This is an optimization exercise on Yosys and OpenROAD, whose aim is small area, not a production implementation.
In this exercise RTL edits were held to simulation tests only and were not proved equivalent to the original.
The flow treats the clock pin as an ideal source. Dropping or thinning the clock tree relies on that and would not hold on a real chip.
Power is estimated from default activity; no workload was simulated.

$ cat flow/flow/run.sh
#!/bin/bash
# The standard layout (standard.sh) with these changes:
#  - synthesis maps the logic with an area-oriented ABC script (flow/abc_area.script,
#    used through a copy of ORFS's scripts folder; registers are left as they are);
#  - combinational cells get their smallest drive strength after floorplan
#    (flow/downsize.tcl); later repair steps size up where needed;
#  - the port buffers use the smallest buffer cell;
#  - CTS runs with the arguments in flow/cts_args; its tree is then collapsed
#    into the root buffer, which drives all register clock pins (flow/clock_merge.tcl).
set -euo pipefail
rm -rf scripts_abc
cp -r "$FLOW_HOME/scripts" scripts_abc
cp flow/abc_area.script scripts_abc/abc_area.script
SCRIPTS_DIR="$PWD/scripts_abc" bash standard.sh synth > standard_synth.log 2>&1
export BUFFER_PORTS_ARGS="-buffer_cell sky130_fd_sc_hd__buf_1"
export CTS_ARGS="$(cat flow/cts_args)"
export POST_CTS_TCL="$PWD/flow/clock_merge.tcl"
bash standard.sh floorplan > standard_floorplan.log 2>&1
ODB="orfs/results/${FLOW_PLATFORM}/TWireSerIntrfc/base/2_floorplan.odb" openroad -no_init -exit flow/downsize.tcl > downsize.log 2>&1
bash standard.sh > standard_finish.log 2>&1
$ cat flow/flow/abc_area.script
strash
dch -f
map -a
mfs2
strash
dch -f
map -a
mfs2
map -a
topo
$ cat flow/flow/clock_merge.tcl
# POST_CTS hook: replace the two-level clock tree that CTS built (a root buffer
# driving four leaf buffers) by two buffers fed straight from the clock port:
# the leaves are paired by position, each pair's registers move to one buffer
# of the pair, which becomes a buf_12, and the other buffer and the root are
# removed.
set block [ord::get_db_block]
set root [$block findInst clkbuf_0_clk]
if {$root eq "NULL" || $root eq ""} { error "clock_merge: no root clock buffer" }
set clknet [[$root findITerm A] getNet]
set rootnet [[$root findITerm X] getNet]
set leaves {}
foreach inst [$block getInsts] {
  if {$inst eq $root} { continue }
  if {[string match "clkbuf_*" [$inst getName]]} {
    if {[[$inst findITerm A] getNet] ne $rootnet} { error "clock_merge: unexpected tree" }
    lappend leaves [list [lindex [$inst getLocation] 0] $inst]
  }
}
if {[llength $leaves] != 4} { error "clock_merge: expected 4 leaf buffers" }
set leaves [lsort -integer -index 0 $leaves]
foreach {a b} $leaves {
  set keep [lindex $a 1]
  set drop [lindex $b 1]
  set keepnet [[$keep findITerm X] getNet]
  set dropnet [[$drop findITerm X] getNet]
  set sinks {}
  foreach it [$dropnet getITerms] {
    if {[$it getInst] ne $drop} { lappend sinks $it }
  }
  foreach it $sinks { $it disconnect; $it connect $keepnet }
  odb::dbInst_destroy $drop
  odb::dbNet_destroy $dropnet
  [$keep findITerm A] disconnect
  [$keep findITerm A] connect $clknet
  if {![$keep swapMaster [[ord::get_db] findMaster sky130_fd_sc_hd__buf_12]]} { error "clock_merge: swap failed" }
  puts "clock_merge: [$keep getName] drives [expr {[llength [$keepnet getITerms]] - 1}] pins"
}
odb::dbInst_destroy $root
odb::dbNet_destroy $rootnet
estimate_parasitics -placement
report_check_types -max_slew -violators
report_checks -path_delay min -format end -group_path_count 3
report_checks -path_delay max -format end -group_path_count 3
$ cat flow/flow/cts_args
-sink_clustering_enable -repair_clock_nets -buf_list sky130_fd_sc_hd__clkbuf_16 -dont_use_dummy_load
$ cat flow/flow/downsize.tcl
# Give every combinational cell of the synthesized netlist the smallest drive
# strength of its cell family; later repair steps size up where needed.
read_db $::env(ODB)
set block [ord::get_db_block]
set db [ord::get_db]
set saved 0.0
set n 0
foreach inst [$block getInsts] {
  set m [$inst getMaster]
  set name [$m getName]
  if {![regexp {^(sky130_fd_sc_hd__([a-z0-9]+))_([0-9]+)$} $name -> base fam drive]} { continue }
  if {[regexp {^(e?df|sdf|dl|lpflow|probe|tap|fill|decap|conb|diode)} $fam]} { continue }
  set best $m
  set barea [expr {[$m getWidth] * [$m getHeight]}]
  foreach d {0 1 2} {
    set c [$db findMaster "${base}_$d"]
    if {$c eq "NULL" || $c eq ""} { continue }
    set a [expr {[$c getWidth] * [$c getHeight]}]
    if {$a < $barea} { set best $c; set barea $a }
  }
  if {$best ne $m} {
    set old [expr {[$m getWidth] * [$m getHeight]}]
    if {[$inst swapMaster $best]} {
      set saved [expr {$saved + ($old - $barea) / 1e6}]
      incr n
      puts "[$inst getName]: $name -> [$best getName]"
    }
  }
}
puts "downsized $n cells, [format %.2f $saved] um2"
write_db $::env(ODB)
$ cat flow/standard.sh
#!/bin/bash
# synth_recipe.tcl (not shown) runs the flow's synth.tcl, then flattens the netlist and writes it again
# the make line also repeats each setting of config.mk as NAME=value (left out here)
make -C /OpenROAD-flow-scripts/flow DESIGN_CONFIG=/design/flow/config.mk WORK_HOME=/design/flow/orfs CLKGATE_MAP_FILE= SYNTH_SCRIPT=/design/flow/synth_recipe.tcl "${@:-finish}"
$ cat flow/config.mk
export PLATFORM = sky130hd
export DESIGN_NAME = TWireSerIntrfc
export DESIGN_NICKNAME = TWireSerIntrfc
export VERILOG_FILES = /design/flow/design.v
export SDC_FILE = /design/flow/constraint.sdc
export NUM_CORES = 4
export LEC_CHECK = 0
export ABC_AREA = 1
export CAP_MARGIN = 20
export CORE_MARGIN = 2
export CORE_UTILIZATION = 40
export SLEW_MARGIN = 20
$ cat flow/constraint.sdc
create_clock -name core_clock -period 10.0 [get_ports {clk}]
set_input_delay 2.0000 -clock core_clock [delete_from_list [all_inputs] [get_ports {clk}]]
set_output_delay 2.0000 -clock core_clock [all_outputs]
set_load 0.01 [all_outputs]
$ cat flow/design.v
module TWireSerIntrfc #(
  parameter I2CCLK = 100,  
  parameter SYSCLK = 100,  
  parameter [7:0] SLAVE_RD_ADDR = 8'h21,  
  parameter [7:0] SLAVE_WR_ADDR = 8'h20   
)
(
  input         clk,
  input         async_rst,
  input         sync_rst,
  input         rw,
  input         valid_in,
  input  [15:0] reg_addr,
  input  [15:0] data_in,
  output        valid_out,
  output [15:0] data_out,
  output        busy,
  output        error,
  input         SDA_I,
  output        SDA_O,
  output        SDA_T,
  output        SCL
);
  localparam [7:0] LMASK = 8'b10010000;
  localparam [7:0] LJ    = 8'b00011111;    
  localparam [7:0] LR    = 8'b10011111;    
  localparam [7:0] MJT   = 8'b11011111;    
  localparam [7:0] LP    = 8'b10001111;    
  localparam [7:0] MP    = 8'b10111111;    
  localparam [7:0] LF    = 8'b11110111;    
  localparam [7:0] MF    = 8'b01110111;
  localparam [7:0] LV    = 8'b11011101;    
  localparam [7:0] MV    = 8'b11111101;
  localparam [4:0]
    WAIT   = 5'd3,    
    WAIT_E = 5'd1,    
    INIT_W = 5'd4,
    INIT_E = 5'd2,    
    SWS    = 5'd5,    
    SWA    = 5'd6,    
    RWAA   = 5'd7,
    SHRA   = 5'd8,
    RHRAA  = 5'd9,
    SLRA   = 5'd10,
    RLRAA  = 5'd11,
    SHD    = 5'd12,
    RHDA   = 5'd13,
    SLD    = 5'd14,
    RLDA   = 5'd15,
    STOP   = 5'd16,
    ERR    = 5'd0,
    INIT_R = 5'd18,
    SRS    = 5'd19,
    SRA    = 5'd20,
    RRAA   = 5'd21,
    RHD    = 5'd22,
    SHDA   = 5'd23,
    RLD    = 5'd24,
    SLDN   = 5'd25;
  reg [7:0]    tq, dq;    
  wire [7:0]   tick = tq ^ LR;
  wire [7:0]   dly  = dq ^ LP;
  reg          sclk_sync, ivi, sclk, busy1;
  reg [4:0]    st, nst;
  reg [2:0]    bq;        
  wire [2:0]   bc = ~bq;
  reg [15:0]   par;
  wire tj   = (tick & MJT) == (LJ & MJT);
  wire dj   = (dly & MJT) == (LJ & MJT);    
  wire dp   = (dly & MP) == (LP & MP);
  wire fe   = (tick & MF) == (LF & MF);
  wire re   = tj;
  wire idle = (st == WAIT) | (st == WAIT_E);
  wire sen  = ~(idle | (st == INIT_W) | (st == INIT_E));
  wire last = (bc == 3'd0) & ~sclk;
  wire ack  = par[0];
  always @(posedge clk or negedge async_rst) begin
    if (!async_rst) begin
      tq        <= 8'd0;
      dq        <= 8'd0;
      sclk_sync <= 1'b0;
      ivi       <= 1'b0;
      sclk      <= 1'b0;
      busy1     <= 1'b0;
    end else begin
      if (sync_rst) begin
        tq        <= 8'd0;
        dq        <= 8'd0;
        sclk_sync <= 1'b0;
        ivi       <= 1'b0;
        sclk      <= 1'b0;
        busy1     <= 1'b0;
      end else begin
        tq        <= {tick[6:0], ^(tick & LMASK) ^ tj} ^ LR;
        dq        <= (sclk_sync ? {LJ[7] ^ ~dp, LJ[6:0]} : {dly[6:0], ^(dly & LMASK) ^ dj}) ^ LP;
        sclk_sync <= valid_in & ~ivi;
        ivi       <= valid_in | (ivi & ~dj);
        if (re) sclk <= ~(sclk & sen);
        busy1     <= idle & (valid_in | busy1);
      end
    end
  end
  always @(*) begin
    nst = st;
    case (st)
      WAIT   : if (ivi) nst = INIT_W;
      WAIT_E : if (ivi) nst = INIT_E;
      INIT_W : nst = SWS;
      INIT_E : nst = SWS;
      SWS    : nst = SWA;
      SWA    : if (last) nst = RWAA;
      RWAA   : if (!sclk) nst = ack ? ERR : SHRA;
      SHRA   : if (last) nst = RHRAA;
      RHRAA  : if (!sclk) nst = ack ? ERR : SLRA;
      SLRA   : if (last) nst = RLRAA;
      RLRAA  : if (!sclk) nst = ack ? ERR : (rw ? INIT_R : SHD);
      SHD    : if (last) nst = RHDA;
      RHDA   : if (!sclk) nst = ack ? ERR : SLD;
      SLD    : if (last) nst = RLDA;
      RLDA   : if (!sclk) nst = ack ? ERR : STOP;
      STOP   : nst = WAIT;
      ERR    : nst = WAIT_E;
      INIT_R : nst = SRS;
      SRS    : nst = SRA;
      SRA    : if (last) nst = RRAA;
      RRAA   : if (!sclk) nst = ack ? ERR : RHD;
      RHD    : if (last) nst = SHDA;
      SHDA   : if (!sclk) nst = RLD;
      RLD    : if (last) nst = SLDN;
      SLDN   : if (!sclk) nst = STOP;
      default: nst = WAIT;
    endcase
  end
  wire counting = (st == SWA) | (st == SHRA) | (st == SLRA) | (st == SHD) |
                  (st == SLD) | (st == SRA)  | (st == RHD)  | (st == RLD);
  always @(posedge clk or negedge async_rst) begin
    if (!async_rst) begin
      st <= WAIT;
      bq <= 3'd0;
    end else if (sync_rst) begin
      st <= WAIT;
      bq <= 3'd0;
    end else if (fe) begin
      st <= nst;
      if (!counting)
        bq <= 3'd0;
      else if (!sclk)
        bq <= bq + 1'b1;
    end
  end
  always @(posedge clk) begin
    if (fe & sclk & (st != SHDA))
      par <= {par[14:0], SDA_I};
  end
  reg sdo, sdt;
  always @(*) begin
    sdt = 1'b0;
    sdo = 1'b0;
    case (st)
      SWA    : sdo = SLAVE_WR_ADDR[bc];
      SHRA   : sdo = reg_addr[{1'b1, bc}];
      SLRA   : sdo = reg_addr[{1'b0, bc}];
      SHD    : sdo = data_in[{1'b1, bc}];
      SLD    : sdo = data_in[{1'b0, bc}];
      SRA    : sdo = SLAVE_RD_ADDR[bc];
      SLDN   : sdo = 1'b1;
      SWS, SRS, SHDA, STOP, ERR : sdo = 1'b0;
      default: begin sdt = 1'b1; sdo = 1'b1; end
    endcase
  end
  assign SDA_T     = sdt;
  assign SDA_O     = sdo;
  assign SCL       = sclk;
  assign busy      = ~idle | busy1;
  assign error     = (st == WAIT_E) | (st == INIT_E);
  assign valid_out = ((tick & MV) == (LV & MV)) & (st == RLD) & (bc == 3'd0) & sclk;
  assign data_out  = par;
endmodule
==> results.toml, run 1 <==
[worst_setup_path]
max_stage_delay_ns = 0.45
reg2regPathDepth = 14
path_buf_inv = 4
crit_fanout = 9
arrival_ns = 3.20
cp-start-kind = "flip-flop"
cp.depth = 11
path_delay_family = "simple AND/OR/NAND/NOR gates"
crit_path_end_kind = "primary output"
crit_chain = "clkinv_1 -> nor2_1 -> clkinv_1 -> nor2_1 -> clkinv_1 -> nor2_1 -> a221oi_1 -> o311ai_0 -> nand3b_1 -> o311ai_0 -> buf_1"
crit_required_ns = 8.00
worstSetupPathType = "reg -> out"
cp_slowest_cell = "nor2_1"

[synthesis]
yosysTopAreaCell = "dfrtp_1"
synth_area_leaders = "dfrtp_1, edfxtp_1, nor2_1"
ys_ff_latch = 44
avgSynthCellArea_um2 = 8.92
yosysWarnings = 1
syn-cell-area_mm2 = 0.00223
syn-num-nets = 290
yosysSeqAreaShare = 0.531
synth_top_area_frac = 0.292
synth_cell_types = 28
syn_inst = 250

[sta]
hold_violations = 0
slew_headroom = 0.518
fmax_mhz = 192
fin_skew_ns = 0.00714
fin_crit_sh = 0.520
slew_viol_final = 0
min_period_ns = 5.20
tns_ns = 0
tightest_slew_ns = 0.723
whs_ns = 0.451
rsz0062_at_grt = "no"
setup_slack_ns = 4.80
setup_viol_count_final = 0

[cells_and_area]
layout.nets = 355
insertedDiodeCount = 0
postLayoutCellArea_mm2 = 0.00260
utilization = 0.478
seqCellArea_mm2 = 0.00118
multi_input_area_um2 = 903
final_cells = 385
drive_gt1_frac = 0.0288
fillers = 550
syn2layout_area_growth_pct = 16.5

[floorplan]
num_rows = 27
die-area_mm2 = 0.00619
chipHeight_um = 78.7
die_w_um = 78.7
core_mm2 = 0.00544
initial_utilization = 0.410
io_pins = 60

[power_and_ir_drop]
ir_drop_mv = 0.105
p_total_mw = 0.459
p_leak_nw = 0.943
pwr_density_cell_mw_per_mm2 = 176

[place]
dpl.cell_count = 383
io_buffer_count = 59
pre_cts_ws_ns = 4.86
place_area_mm2 = 0.00256
place.gp.congestion = 0.965
dpl.hpwl_um = 4100

[global_route]
grtUsageTotal = 0.181
grt_pass1_vias = 1985
grt_pass1_wl_um = 9150
grt-ovfl-total = 0
antenna_found_initial = 0
grt_start_max_net_pins = 29

[routing]
final_antenna_net_count = 0
drc = 0
drt_iter0_drc = 134
drt-pass1-iter-count = 4
wl_per_cell_um = 14.0
drt_wl_total_um = 5410
vias = 2160
routed_via_density = 5.61

[hold_path]
hold-path-cell-count = 0
min_path_type = "reg -> reg"

[cts]
worst_skew_pair.late_latency_ns = 0.12
clkTransAtPathRegs_ns = 0.09
cts.sinks = 44

[flow_run]
cap_violations = 0

[outcome]
status = "no timing/DRC/antenna violations"
area by class of cell:
class / instances / area share
inverters: 37 / 0.0534
flip-flops and latches: 44 / 0.455
multi-input cells: 168 / 0.347
repair buffers: 62 / 0.0938
clock buffers: 2 / 0.0154
well taps: 72 / 0.0346
path summary, 6_finish.rpt:
path	start	end	slack [ns]
max in group asynchronous	async_rst	st[0]$_DFFE_PN1P_	7.84
setup / recovery	st[3]$_DFFE_PN0P_	SDA_O	4.80
hold reg to reg	par[11]$_DFFE_PP_	par[12]$_DFFE_PP_	0.45
setup reg to reg	st[3]$_DFFE_PN0P_	st[0]$_DFFE_PN1P_	7.03
min in group asynchronous	async_rst	dq[0]$_DFF_PN0_	1.86
hold / removal	par[11]$_DFFE_PP_	par[12]$_DFFE_PP_	0.45
Yosys cell counts, drive strengths merged:
cell type and instances:
o21ai 12, nor3 11, xor2 1, a32oi 1, a22oi 1, buf 1
nand4 8, dfstp 2, a221oi 8, or2 1, o311ai 3, o31ai 2
dfrtp 26, o211ai 4, a2111oi 1, a31oi 5, o22ai 4, a21oi 17
nand2 24, nor4 3, edfxtp 16, o2111ai 3, clkinv 37, nand3 16
nand3b 1, a221o 2, ha 2, nor2 38
power breakdown:
group	internal (mW)	switching, mW
logic	0.0517	0.112
clock network	0.0325	0.0426
registers	0.203	0.0175
cells in the final DEF, fill, tap and decap left out, types with 4 or more instances in the layout:
| master | count |
|---|---|
| a31oi_1 | 5 |
| o22ai_1 | 4 |
| o211ai_1 | 4 |
| dfrtp_1 | 26 |
| edfxtp_1 | 16 |
| nand4_1 | 8 |
| nand2_1 | 24 |
| a221oi_1 | 8 |
| clkinv_1 | 37 |
| nor2_1 | 38 |
| nor3_1 | 10 |
| nand3_1 | 16 |
| buf_1 | 59 |
| o21ai_0 | 12 |
| a21oi_1 | 17 |
cell families (layout without fill, tap and decap cells):
logic type,after synthesis,after routing,synth area share
AOI/OAI and AO/OA,63,63,0.187
xor gates and xnor gates,1,1,0.00393
adders and majority gates,2,2,0.0112
buffers and inverters,38,101,0.0656
DFF,44,44,0.531
and+or+nand+nor,102,102,0.202
state kept, by name, indices dropped and copies added, names as in the netlist:
signal / cells
ivi: 1
tq: 8
busy1: 1
dq: 8
par: 16
sclk_sync: 1
st: 5
sclk: 1
bq: 3
per-layer routing:
layer / GRT usage / part of all wire / up-vias
li1: - / - / 1048
met1: 0.263 / 0.48 / 1009
met2: 0.288 / 0.44 / 88
met3: 0.0287 / 0.068 / 15
met4: 0.0298 / 0.012 / 0
met5: 0 / 0 / -
==> run 2: changes to the inputs <==
--- a/flow/config.mk
+++ b/flow/config.mk
@@ -9,4 +9,5 @@
 export CAP_MARGIN = 20
 export CORE_MARGIN = 2
 export CORE_UTILIZATION = 40
+export GPL_TIMING_DRIVEN = 0
 export SLEW_MARGIN = 20
==> results.toml, run 2 <==
[outcome]
status = "no timing/DRC/antenna violations"

[synthesis]
synth_area_leaders = "dfrtp_1, edfxtp_1, nor2_1"
yosysTopAreaCell = "dfrtp_1"
synth_cell_types = 28
yosys-top-cells-count = "nor2_1, clkinv_1, dfrtp_1"
synthArstFlopShare = 0.636
synth_top_area_frac = 0.292
ys.flop_type = "dfrtp_1"
syn-cell-area_mm2 = 0.00223
yosysWarnings = 1
syn-num-nets = 290
syn_inst = 250
ys_ff_latch = 44
yosysSeqAreaShare = 0.531
avgSynthCellArea_um2 = 8.92
synth_edf_count = 16
yosysMostFrequentCell = "nor2_1"

[global_route]
grt-ovfl-total = 0
antenna_found_initial = 0
grtUsageTotal = 0.174
grt_pass1_vias = 1918
grt_pass1_wl_um = 8910
grt_start_max_net_pins = 29

[flow_run]
cap_violations = 0

[routing]
drt_wl_total_um = 5290
final_antenna_net_count = 0
vias = 2045
wl_per_cell_um = 13.8
drc = 0
drt_iter0_drc = 101
drt-pass1-iter-count = 4
routed_via_density = 5.33

[cells_and_area]
largestRegisters = "par x16, dq x8, tq x8"
seqCellArea_mm2 = 0.00118
insertedDiodeCount = 0
largest_reg_flops = 16
fillers = 564
regMostFlops = "par"
syn2layout_area_growth_pct = 16.3
drive_gt1_frac = 0.0256
multi_input_area_um2 = 903
layout_commonest_cell = "buf_1"
layout_common_cells = "buf_1, nor2_1, clkinv_1"
layout.nets = 354

[place]
place.gp.congestion = 0.949
io_buffer_count = 59
dpl.hpwl_um = 4070

[power_and_ir_drop]
p_comb_frac = 0.350
clkPwrFrac = 0.165
p_leak_nw = 0.938
p_sw_mw = 0.169
p_sw_frac = 0.372
pwr_density_cell_mw_per_mm2 = 175
p_int_mw = 0.285
seqPwrFrac = 0.485
ir_drop_mv = 0.0881

[floorplan]
chipHeight_um = 78.7
die_w_um = 78.7
die-area_mm2 = 0.00619
core_mm2 = 0.00544
initial_utilization = 0.410
num_rows = 27
io_pins = 60

[cts]
cts.sinks = 44
worst_skew_pair.late_latency_ns = 0.12
clkTransAtPathRegs_ns = 0.09

[sta]
tns_ns = 0
fmax_mhz = 189
fin_skew_ns = 0.00321
min_period_ns = 5.29
setup_viol_count_final = 0
fin_crit_sh = 0.529
tightest_slew_ns = 0.952
rsz0062_at_grt = "no"
slew_viol_final = 0
whs_ns = 0.449
hold_violations = 0
slew_headroom = 0.363

[worst_setup_path]
crit_path_end_kind = "primary output"
path_delay_family = "simple AND/OR/NAND/NOR gates"
cp-start-kind = "flip-flop"
crit_fanout = 9
arrival_ns = 3.29
max_stage_delay_ns = 0.46
crit_required_ns = 8.00
path_buf_inv = 4
cp_slowest_cell = "dfrtp_1"
crit_chain = "clkinv_1 -> nor2_1 -> clkinv_1 -> nor2_1 -> clkinv_1 -> nor2_1 -> a221oi_1 -> o311ai_0 -> nand3b_1 -> o311ai_0 -> buf_1"
worstSetupPathType = "reg -> out"

[hold_path]
min_path_type = "reg -> reg"
run 2: power by group through the flow:
| stage | logic [mW] | clock network [mW] | registers, mW |
|---|---|---|---|
| global route | 0.177 | 0.0843 | 0.223 |
| detailed placement | 0.157 | 0 | 0.223 |
| global placement | 0.156 | 0 | 0.224 |
| floorplan | 0.110 | 0 | 0.219 |
| finish | 0.159 | 0.0748 | 0.220 |
run 2: final cells by class:
cell class              count  share of cell area
flip-flops and latches     44               0.456
well taps                  72              0.0347
clock buffers               2              0.0154
inverters                  37              0.0535
multi-input cells         168               0.348
plain buffers               1             0.00145
repair buffers             60              0.0902
run 2: logic make-up (layout without fill, tap and decap cells):
logic type,count (synthesis),in the layout,synth area share
flops,44,44,0.531
fa+ha+maj,2,2,0.0112
buf+inv,38,100,0.0656
compound gates,63,63,0.187
simple gates,102,102,0.202
xor+xnor,1,1,0.00393
run 2: path summary, 6_finish.rpt:
check	start	to	slack (ns)	cells past startpoint
setup / recovery	st[3]$_DFFE_PN0P_	SDA_O	4.71	11
hold / removal	par[12]$_DFFE_PP_	par[13]$_DFFE_PP_	0.45	0
setup reg to reg	st[3]$_DFFE_PN0P_	st[0]$_DFFE_PN1P_	6.99	14
hold reg to reg	par[12]$_DFFE_PP_	par[13]$_DFFE_PP_	0.45	0
max in group asynchronous	async_rst	bq[0]$_DFFE_PN0P_	7.73	1
min in group asynchronous	async_rst	dq[2]$_DFF_PN0_	1.88	1
run 2: metal layers:
layer / track usage / part of all wire
met4: 0.0193 / 0
met5: 0 / 0
met3: 0.0287 / 0.053
met2: 0.274 / 0.46
met1: 0.260 / 0.49
run 2: metrics by stage:
step / instance area, um2 / utilization / power, mW / setup WS (ns) / instances
finish: 2590 / 0.477 / 0.454 / 4.71 / 384
global route: 2590 / 0.477 / 0.484 / 4.35 / 384
detailed placement: 2550 / 0.470 / 0.380 / 4.89 / 382
global placement: 2540 / 0.466 / 0.380 / 4.86 / 381
floorplan: 2230 / - / 0.329 / 5.02 / 250
==> run 3: changes to the inputs <==
--- a/flow/config.mk
+++ b/flow/config.mk
@@ -6,8 +6,7 @@
 export NUM_CORES = 4
 export LEC_CHECK = 0
 export ABC_AREA = 1
-export CAP_MARGIN = 20
+export CAP_MARGIN = 5
 export CORE_MARGIN = 2
 export CORE_UTILIZATION = 40
-export GPL_TIMING_DRIVEN = 0
-export SLEW_MARGIN = 20
+export SLEW_MARGIN = 5
==> results.toml, run 3 <==
[sta]
fin_skew_ns = 0.00714
fin_crit_sh = 0.520
slew_headroom = 0.518
tns_ns = 0
fmax_mhz = 192
tightest_slew_ns = 0.723
hold_violations = 0
rsz0062_at_grt = "no"
min_period_ns = 5.20
setup_slack_ns = 4.80
setup_viol_count_final = 0
slew_viol_final = 0
whs_ns = 0.451

[cells_and_area]
layout_commonest_cell = "buf_1"
largest_reg_flops = 16
syn2layout_area_growth_pct = 16.5
postLayoutCellArea_mm2 = 0.00260
layout.nets = 355
layout_common_cells = "buf_1, nor2_1, clkinv_1"
drive_gt1_frac = 0.0288
regMostFlops = "par"
largestRegisters = "par x16, dq x8, tq x8"
insertedDiodeCount = 0

[synthesis]
yosys-top-cells-count = "nor2_1, clkinv_1, dfrtp_1"
synth_cell_types = 28
yosysWarnings = 1
synthArstFlopShare = 0.636
yosysMostFrequentCell = "nor2_1"
syn_inst = 250
synth_area_leaders = "dfrtp_1, edfxtp_1, nor2_1"
syn-cell-area_mm2 = 0.00223
ys_ff_latch = 44
yosysTopAreaCell = "dfrtp_1"
syn-num-nets = 290
synth_edf_count = 16
avgSynthCellArea_um2 = 8.92
synth_top_area_frac = 0.292
ys.flop_type = "dfrtp_1"
yosysSeqAreaShare = 0.531

[worst_setup_path]
r2r_setup_slack_ns = 7.03
crit_fanout = 9
arrival_ns = 3.20
cp-start-kind = "flip-flop"
max_stage_delay_ns = 0.45
worstSetupPathType = "reg -> out"
crit_chain = "clkinv_1 -> nor2_1 -> clkinv_1 -> nor2_1 -> clkinv_1 -> nor2_1 -> a221oi_1 -> o311ai_0 -> nand3b_1 -> o311ai_0 -> buf_1"
crit_required_ns = 8.00
cp_slowest_cell = "nor2_1"
crit_path_end_kind = "primary output"

[place]
place_area_mm2 = 0.00256
dpl.hpwl_um = 4100
io_buffer_count = 59
pre_cts_ws_ns = 4.86
place.gp.congestion = 0.965

[routing]
final_antenna_net_count = 0
vias = 2160
wl_per_cell_um = 14.0
routed_via_density = 5.61
drt_iter0_drc = 134
drt-pass1-iter-count = 4
wl_met1_um = 2580
wl_met3_um = 368
topRoutingLayerUsed = "met4"
drt_wl_total_um = 5410
wl_met2_um = 2390
drc = 0

[floorplan]
die-area_mm2 = 0.00619
chipHeight_um = 78.7
core_mm2 = 0.00544
initial_utilization = 0.410
io_pins = 60
num_rows = 27
die_w_um = 78.7

[hold_path]
min_path_type = "reg -> reg"

[global_route]
grt-ovfl-total = 0
grt_start_max_net_pins = 29
antenna_found_initial = 0
grt_pass1_vias = 1985
grt_pass1_wl_um = 9150
grtUsageTotal = 0.181

[power_and_ir_drop]
pwr_density_cell_mw_per_mm2 = 176
p_leak_nw = 0.943
ir_drop_mv = 0.105

[cts]
worst_skew_pair.late_latency_ns = 0.12
clkTransAtPathRegs_ns = 0.09
cts.sinks = 44

[outcome]
status = "no timing/DRC/antenna violations"

[flow_run]
cap_violations = 0
## run 3: path summary, 6_finish.rpt
kind                                   start                 to  depth (start not counted)
max                        st[3]$_DFFE_PN0P_              SDA_O                         11
min                        par[11]$_DFFE_PP_  par[12]$_DFFE_PP_                          0
max reg2reg                st[3]$_DFFE_PN0P_  st[0]$_DFFE_PN1P_                         14
min reg2reg                par[11]$_DFFE_PP_  par[12]$_DFFE_PP_                          0
max in group asynchronous          async_rst  st[0]$_DFFE_PN1P_                          2
min in group asynchronous          async_rst    dq[0]$_DFF_PN0_                          2
## run 3: per-stage QoR
stage	util	cells	total power, mW
2_1_floorplan	-	250	0.329
3_3_place_gp	0.471	383	0.384
3_5_place_dp	0.471	383	0.383
5_1_grt	0.478	385	0.491
6_report	0.478	385	0.459
## run 3: logic make-up after synthesis
family | Yosys count | share of synthesized area
adder cells (fa/ha/maj) | 2 | 0.0112
AO/OA/AOI/OAI | 63 | 0.187
XOR/XNOR | 1 | 0.00393
AND/OR/NAND/NOR | 102 | 0.202
buffers and inverters | 38 | 0.0656
flip-flops | 44 | 0.531
## run 3: power breakdown
group	total (mW)	leakage, nW	switching [mW]	internal (mW)
clock network	0.0751	0.0188	0.0426	0.0325
registers	0.220	0.506	0.0175	0.203
logic	0.163	0.419	0.112	0.0517
## run 3: layout make-up
class | instances | area [um2]
Timing Repair Buffer | 62 | 244
Tap cell | 72 | 90.1
Sequential cell | 44 | 1180
Clock buffer | 2 | 40.0
Fill cell | 550 | 2840
Multi-Input combinational cell | 168 | 903
Inverter | 37 | 139
## run 3: routing by layer
layer	global-route usage	vias to the layer above
met5	0	-
met2	0.288	88
met3	0.0287	15
li1	-	1048
met1	0.263	1009
met4	0.0298	0
## run 3: critical path, delay by kind of cell (launching register included)
family,cells,cell delay (ns)
AOI/OAI and AO/OA,3,0.65
buffers and inverters,4,0.78
DFF,1,0.44
and+or+nand+nor,4,1.20
==> run 4: changes to the inputs <==
--- a/flow/flow/run.sh
+++ b/flow/flow/run.sh
@@ -5,8 +5,9 @@
 #  - combinational cells get their smallest drive strength after floorplan
 #    (flow/downsize.tcl); later repair steps size up where needed;
 #  - the port buffers use the smallest buffer cell;
-#  - CTS runs with the arguments in flow/cts_args; its tree is then collapsed
-#    into the root buffer, which drives all register clock pins (flow/clock_merge.tcl).
+#  - CTS runs with the arguments in flow/cts_args; its root buffer and four leaf
+#    buffers are then replaced by two buf_12 clock buffers, each driving half of
+#    the registers, fed straight from the clock port (flow/clock_merge.tcl).
 set -euo pipefail
 rm -rf scripts_abc
 cp -r "$FLOW_HOME/scripts" scripts_abc
--- a/flow/config.mk
+++ b/flow/config.mk
@@ -6,7 +6,8 @@
 export NUM_CORES = 4
 export LEC_CHECK = 0
 export ABC_AREA = 1
-export CAP_MARGIN = 5
+export CAP_MARGIN = 20
 export CORE_MARGIN = 2
 export CORE_UTILIZATION = 40
-export SLEW_MARGIN = 5
+export GPL_TIMING_DRIVEN = 0
+export SLEW_MARGIN = 20
==> results.toml, run 4 <==
[sta]
fmax_mhz = 189
hold_violations = 0
setup_slack_ns = 4.71
slew_headroom = 0.363
min_period_ns = 5.29
rsz0062_at_grt = "no"
tns_ns = 0
setup_viol_count_final = 0
tightest_slew_ns = 0.952
fin_crit_sh = 0.529
fin_skew_ns = 0.00321
slew_viol_final = 0

[synthesis]
synth_xor_area_frac = 0.00393
synth_compound_area_frac = 0.187
synthMuxAreaShare = 0
syn-num-nets = 290
synth_cell_types = 28
synth_top_area_frac = 0.292
synth_area_leaders = "dfrtp_1, edfxtp_1, nor2_1"
ys.flop_type = "dfrtp_1"
yosysTopAreaCell = "dfrtp_1"
synthArstFlopShare = 0.636
syn_inst = 250
yosysMostFrequentCell = "nor2_1"
yosys-top-cells-count = "nor2_1, clkinv_1, dfrtp_1"
synth_simple_gate_area_frac = 0.202
syn-cell-area_mm2 = 0.00223
synth_top_family_by_area = "simple AND/OR/NAND/NOR gates"
ys_ff_latch = 44
yosys.area_share.adder = 0.0112
avgSynthCellArea_um2 = 8.92
yosysSeqAreaShare = 0.531
synth_edf_count = 16
yosysWarnings = 1

[global_route]
grt-ovfl-total = 0
grt_pass1_vias = 1918
antenna_found_initial = 0
grtUsageTotal = 0.174
grt_pass1_wl_um = 8910
grt_start_max_net_pins = 29

[floorplan]
num_rows = 27
chipHeight_um = 78.7
die-area_mm2 = 0.00619
initial_utilization = 0.410
io_pins = 60
die_w_um = 78.7
core_mm2 = 0.00544

[worst_setup_path]
reg2regPathDepth = 14
arrival_ns = 3.29
crit_fanout = 9
crit_path_end_kind = "primary output"
r2r_setup_slack_ns = 6.99
worstSetupPathType = "reg -> out"
cp-start-kind = "flip-flop"
worstReg2RegEnd = "st[0]$_DFFE_PN1P_"
reg2reg_from = "st[3]$_DFFE_PN0P_"
crit_required_ns = 8.00

[routing]
drt-pass1-iter-count = 4
wl_met3_um = 282
vias = 2045
drc = 0
wl_per_cell_um = 13.8
topRoutingLayerUsed = "met3"
drt_iter0_drc = 101
routed_via_density = 5.33
drt_wl_total_um = 5290
wl_met1_um = 2590
final_antenna_net_count = 0
wl_met2_um = 2420

[cts]
cts.sinks = 44
worst_skew_pair.late_latency_ns = 0.12
clkTransAtPathRegs_ns = 0.09

[cells_and_area]
regMostFlops = "par"
insertedDiodeCount = 0
drive_gt1_frac = 0.0256
layout.nets = 354
syn2layout_area_growth_pct = 16.3
largest_reg_flops = 16
layout_commonest_cell = "buf_1"
final_cells = 384
layout_common_cells = "buf_1, nor2_1, clkinv_1"
largestRegisters = "par x16, dq x8, tq x8"

[hold_path]
hold_path_end = "par[13]$_DFFE_PP_"
holdCritStartpoint = "par[12]$_DFFE_PP_"
min_path_type = "reg -> reg"
hold-path-cell-count = 0

[outcome]
status = "no timing/DRC/antenna violations"

[place]
place.gp.congestion = 0.949
dpl.cell_count = 382
io_buffer_count = 59
dpl.hpwl_um = 4070
pre_cts_ws_ns = 4.89

[power_and_ir_drop]
pwr_density_cell_mw_per_mm2 = 175
ir_drop_mv = 0.0881
p_leak_nw = 0.938

[flow_run]
cap_violations = 0
[run 4: cell counts after synthesis]
No cell type changed its count.
[run 4: per-layer routing]
layer / track usage / up-vias
met5: 0 / -
met4: 0.0193 / 0
met3: 0.0287 / 0
met2: 0.274 / 78
met1: 0.260 / 929
li1: - / 1038
[run 4: worst max-delay path by stage]
stage / startpoint / endpoint / slack [ns] / cells after the start
after detailed placement: st[3]$_DFFE_PN0P_ / SDA_O / 4.89 / 11
after global placement: data_in[14] / SDA_O / 4.86 / 6
after global routing: st[3]$_DFFE_PN0P_ / SDA_O / 4.35 / 11
final: st[3]$_DFFE_PN0P_ / SDA_O / 4.71 / 11
after floorplan: data_in[14] / SDA_O / 5.02 / 4
[run 4: layout make-up]
cell class	count	area, um2
timing repair buffer	60	234
sequential	44	1180
tap	72	90.1
multi-input combinational	168	903
fill	564	2850
buffer	1	3.75
inverter	37	139
clock buffer	2	40.0
[run 4: cells by family after synthesis]
family / after synthesis
AND/OR/NAND/NOR: 102
AO/OA/AOI/OAI: 63
flip-flops: 44
buffers and inverters: 38
adder cells (fa/ha/maj): 2
XOR/XNOR: 1
[run 4: critical path, cell delays in order (launching register included)]
cell      delay, ns
dfrtp_1        0.46
clkinv_1       0.15
nor2_1         0.24
clkinv_1       0.22
nor2_1         0.46
clkinv_1       0.27
nor2_1         0.43
a221oi_1       0.16
o311ai_0       0.37
nand3b_1       0.12
o311ai_0       0.10
buf_1          0.20
[run 4: where the power goes]
| part | internal [mW] | switching [mW] |
|---|---|---|
| clock | 0.0325 | 0.0423 |
| combinational | 0.0497 | 0.109 |
| sequential | 0.203 | 0.0172 |
[run 4: through the flow]
step                instance area [um2]   util  hold WS [ns]  total power [mW]
finish                             2590  0.477         0.449             0.454
global route                       2590  0.477         0.458             0.484
global placement                   2540  0.466         0.428             0.380
detailed placement                 2550  0.470         0.432             0.380
floorplan                          2230      -         0.418             0.329
==> run 5: changes to the inputs <==
--- a/flow/flow/run.sh
+++ b/flow/flow/run.sh
@@ -6,7 +6,7 @@
 #    (flow/downsize.tcl); later repair steps size up where needed;
 #  - the port buffers use the smallest buffer cell;
 #  - CTS runs with the arguments in flow/cts_args; its root buffer and four leaf
-#    buffers are then replaced by two buf_12 clock buffers, each driving half of
+#    buffers are then replaced by two clkbuf_8 clock buffers, each driving half of
 #    the registers, fed straight from the clock port (flow/clock_merge.tcl).
 set -euo pipefail
 rm -rf scripts_abc
--- a/flow/flow/clock_merge.tcl
+++ b/flow/flow/clock_merge.tcl
@@ -1,7 +1,7 @@
 # POST_CTS hook: replace the two-level clock tree that CTS built (a root buffer
 # driving four leaf buffers) by two buffers fed straight from the clock port:
 # the leaves are paired by position, each pair's registers move to one buffer
-# of the pair, which becomes a buf_12, and the other buffer and the root are
+# of the pair, which becomes a clkbuf_8, and the other buffer and the root are
 # removed.
 set block [ord::get_db_block]
 set root [$block findInst clkbuf_0_clk]
@@ -32,7 +32,7 @@
   odb::dbNet_destroy $dropnet
   [$keep findITerm A] disconnect
   [$keep findITerm A] connect $clknet
-  if {![$keep swapMaster [[ord::get_db] findMaster sky130_fd_sc_hd__buf_12]]} { error "clock_merge: swap failed" }
+  if {![$keep swapMaster [[ord::get_db] findMaster sky130_fd_sc_hd__clkbuf_8]]} { error "clock_merge: swap failed" }
   puts "clock_merge: [$keep getName] drives [expr {[llength [$keepnet getITerms]] - 1}] pins"
 }
 odb::dbInst_destroy $root
--- a/flow/config.mk
+++ b/flow/config.mk
@@ -8,6 +8,6 @@
 export ABC_AREA = 1
 export CAP_MARGIN = 20
 export CORE_MARGIN = 2
-export CORE_UTILIZATION = 40
+export CORE_UTILIZATION = 65
 export GPL_TIMING_DRIVEN = 0
 export SLEW_MARGIN = 20
==> results.toml, run 5 <==
[synthesis]
yosysTopAreaCell = "dfrtp_1"
syn-cell-area_mm2 = 0.00223
yosysWarnings = 1
syn-num-nets = 290
yosysMostFrequentCell = "nor2_1"
synthArstFlopShare = 0.636
synth_top_area_frac = 0.292
ys.flop_type = "dfrtp_1"
ys_ff_latch = 44
synth_cell_types = 28
syn_inst = 250
synth_edf_count = 16
synth_area_leaders = "dfrtp_1, edfxtp_1, nor2_1"
yosysSeqAreaShare = 0.531
yosys-top-cells-count = "nor2_1, clkinv_1, dfrtp_1"
avgSynthCellArea_um2 = 8.92

[global_route]
grt-ovfl-total = 0
met1_usage = 0.394
grt_pass1_wl_um = 8980
top_usage_layer = "met2"
grt_start_max_net_pins = 29
use_met3 = 0.0396
grtUsageTotal = 0.290
grtUsageMet2 = 0.492
grt_pass1_vias = 1905
antenna_found_initial = 0

[floorplan]
die_w_um = 62.6
io_pins = 60
initial_utilization = 0.674
num_rows = 21
core_mm2 = 0.00331
chipHeight_um = 62.6
die-area_mm2 = 0.00392

[worst_setup_path]
cp_slowest_cell = "nor2_1"
crit_path_end_kind = "primary output"
worstSetupPathType = "reg -> out"
crit_chain = "clkinv_1 -> nor2_1 -> clkinv_1 -> nor2_1 -> clkinv_1 -> nor2_1 -> a221oi_1 -> o311ai_0 -> nand3b_1 -> o311ai_0 -> buf_1"
crit_required_ns = 8.00
cp-start-kind = "flip-flop"
max_stage_delay_ns = 0.49
arrival_ns = 3.42
crit_fanout = 9

[routing]
drt_iter0_drc = 232
final_antenna_net_count = 0
vias = 2182
routed_via_density = 6.09
wl_per_cell_um = 15.8
drc = 0
drt_wl_total_um = 5660
drt-pass1-iter-count = 5

[sta]
hold_violations = 0
min_period_ns = 5.42
fin_skew_ns = 0.00421
slew_headroom = 0.344
setup_viol_count_final = 0
tns_ns = 0
fmax_mhz = 184
rsz0062_at_grt = "no"
setup_slack_ns = 4.58
fin_crit_sh = 0.542
slew_viol_final = 0
tightest_slew_ns = 0.981

[power_and_ir_drop]
p_leak_nw = 0.933
ir_drop_mv = 0.206
pwr_density_cell_mw_per_mm2 = 174
p_total_mw = 0.442

[flow_run]
cap_violations = 0

[cells_and_area]
largestRegisters = "par x16, dq x8, tq x8"
syn2layout_area_growth_pct = 14.1
postLayoutCellArea_mm2 = 0.00254
layout.nets = 354
regMostFlops = "par"
final_cells = 358
seqCellArea_mm2 = 0.00118
layout_common_cells = "buf_1, nor2_1, clkinv_1"
multi_input_area_um2 = 903
insertedDiodeCount = 0
fillers = 246
drive_gt1_frac = 0.0256
largest_reg_flops = 16
layout_commonest_cell = "buf_1"

[place]
io_buffer_count = 59
place.gp.congestion = 0.969
dpl.hpwl_um = 4050
pre_cts_ws_ns = 4.89
place_area_mm2 = 0.00252
dpl.cell_count = 356

[cts]
clkTransAtPathRegs_ns = 0.12
worst_skew_pair.late_latency_ns = 0.17
cts.sinks = 44

[outcome]
status = "no timing/DRC/antenna violations"

[hold_path]
min_path_type = "reg -> reg"
## run 5: cell counts after synthesis
Identical to the previous run, type by type.
## run 5: area by class of cell
| class | instances | share of cell area |
|---|---|---|
| inverter | 37 | 0.0546 |
| timing repair buffer | 60 | 0.0905 |
| clock buffer | 2 | 0.0108 |
| multi-input combinational | 168 | 0.355 |
| tap | 46 | 0.0226 |
| buffer | 1 | 0.00147 |
| sequential | 44 | 0.465 |
## run 5: final timing paths
kind                       cells after the start               from                end  slack (ns)
setup / recovery                              11  st[3]$_DFFE_PN0P_              SDA_O        4.58
hold / removal                                 0   par[5]$_DFFE_PP_   par[6]$_DFFE_PP_        0.46
setup reg to reg                              14  st[3]$_DFFE_PN0P_  st[0]$_DFFE_PN1P_        6.89
hold reg to reg                                0   par[5]$_DFFE_PP_   par[6]$_DFFE_PP_        0.46
max in group asynchronous                      1          async_rst   sclk$_DFFE_PN0P_        7.79
min in group asynchronous                      1          async_rst    dq[3]$_DFF_PN0_        1.81
## run 5: logic make-up (layout without fill, tap and decap cells)
family / Yosys count / in the layout / share of synthesized area
AND/OR/NAND/NOR: 102 / 102 / 0.202
flip-flops: 44 / 44 / 0.531
buffers and inverters: 38 / 100 / 0.0656
XOR/XNOR: 1 / 1 / 0.00393
AO/OA/AOI/OAI: 63 / 63 / 0.187
adder cells (fa/ha/maj): 2 / 2 / 0.0112
## run 5: metal layers
layer / wire length [um] / share of wire
met1: 2320 / 0.41
met5: 0 / 0
met2: 2850 / 0.50
met3: 383 / 0.068
met4: 103 / 0.018
## run 5: through the flow
| step | utilization | hold slack (ns) |
|---|---|---|
| 2_1_floorplan | - | 0.418 |
| 3_3_place_gp | 0.756 | 0.428 |
| 3_5_place_dp | 0.760 | 0.430 |
| 5_1_grt | 0.769 | 0.474 |
| 6_report | 0.769 | 0.458 |
## run 5: critical path, delay by kind of cell (launching register included)
kind                   cells  cell delay [ns]
buffers and inverters      4             0.84
flip-flops                 1             0.45
AND/OR/NAND/NOR            4             1.28
AO/OA/AOI/OAI              3             0.68
## run 5: report_power, final
part | internal, mW | switching [mW] | total, mW
clock network | 0.0188 | 0.0411 | 0.0600
logic | 0.0498 | 0.112 | 0.162
registers | 0.203 | 0.0172 | 0.220

-- static timing again, ports no longer ideal --
How much do the figures lean on ideal ports? The routed layouts below were timed once more, with nothing changed but the port constraints. Step 1, drivers: a clkbuf_16 drives clk and a buf_2 each remaining input, both assumed. Step 2, shift: input delay + t, output delay - t, t = (earliest + latest rising clock arrival at the registers) / 2. This alone moves slack from input paths to output paths. Three values: ideal, step 1, step 2; two values: the first two.
run | t, ns | setup slack, ns | latest minus earliest clock arrival (ns) | worst register clock-pin slew, ns | pins driven straight from the clock port
run 1 | 0.171 | 4.801 / 4.751 / 4.822 | 0.007 / 0.007 | 0.09 / 0.09 | 2
run 2 | 0.167 | 4.707 / 4.663 / 4.829 | 0.004 / 0.003 | 0.09 / 0.09 | 2
run 3 | 0.171 | 4.801 / 4.751 / 4.822 | 0.007 / 0.007 | 0.09 / 0.09 | 2
run 4 | 0.167 | 4.707 / 4.663 / 4.829 | 0.004 / 0.003 | 0.09 / 0.09 | 2
run 5 | 0.209 | 4.579 / 4.540 / 4.749 | 0.005 / 0.004 | 0.12 / 0.12 | 2
After both steps every run listed still meets setup and hold.
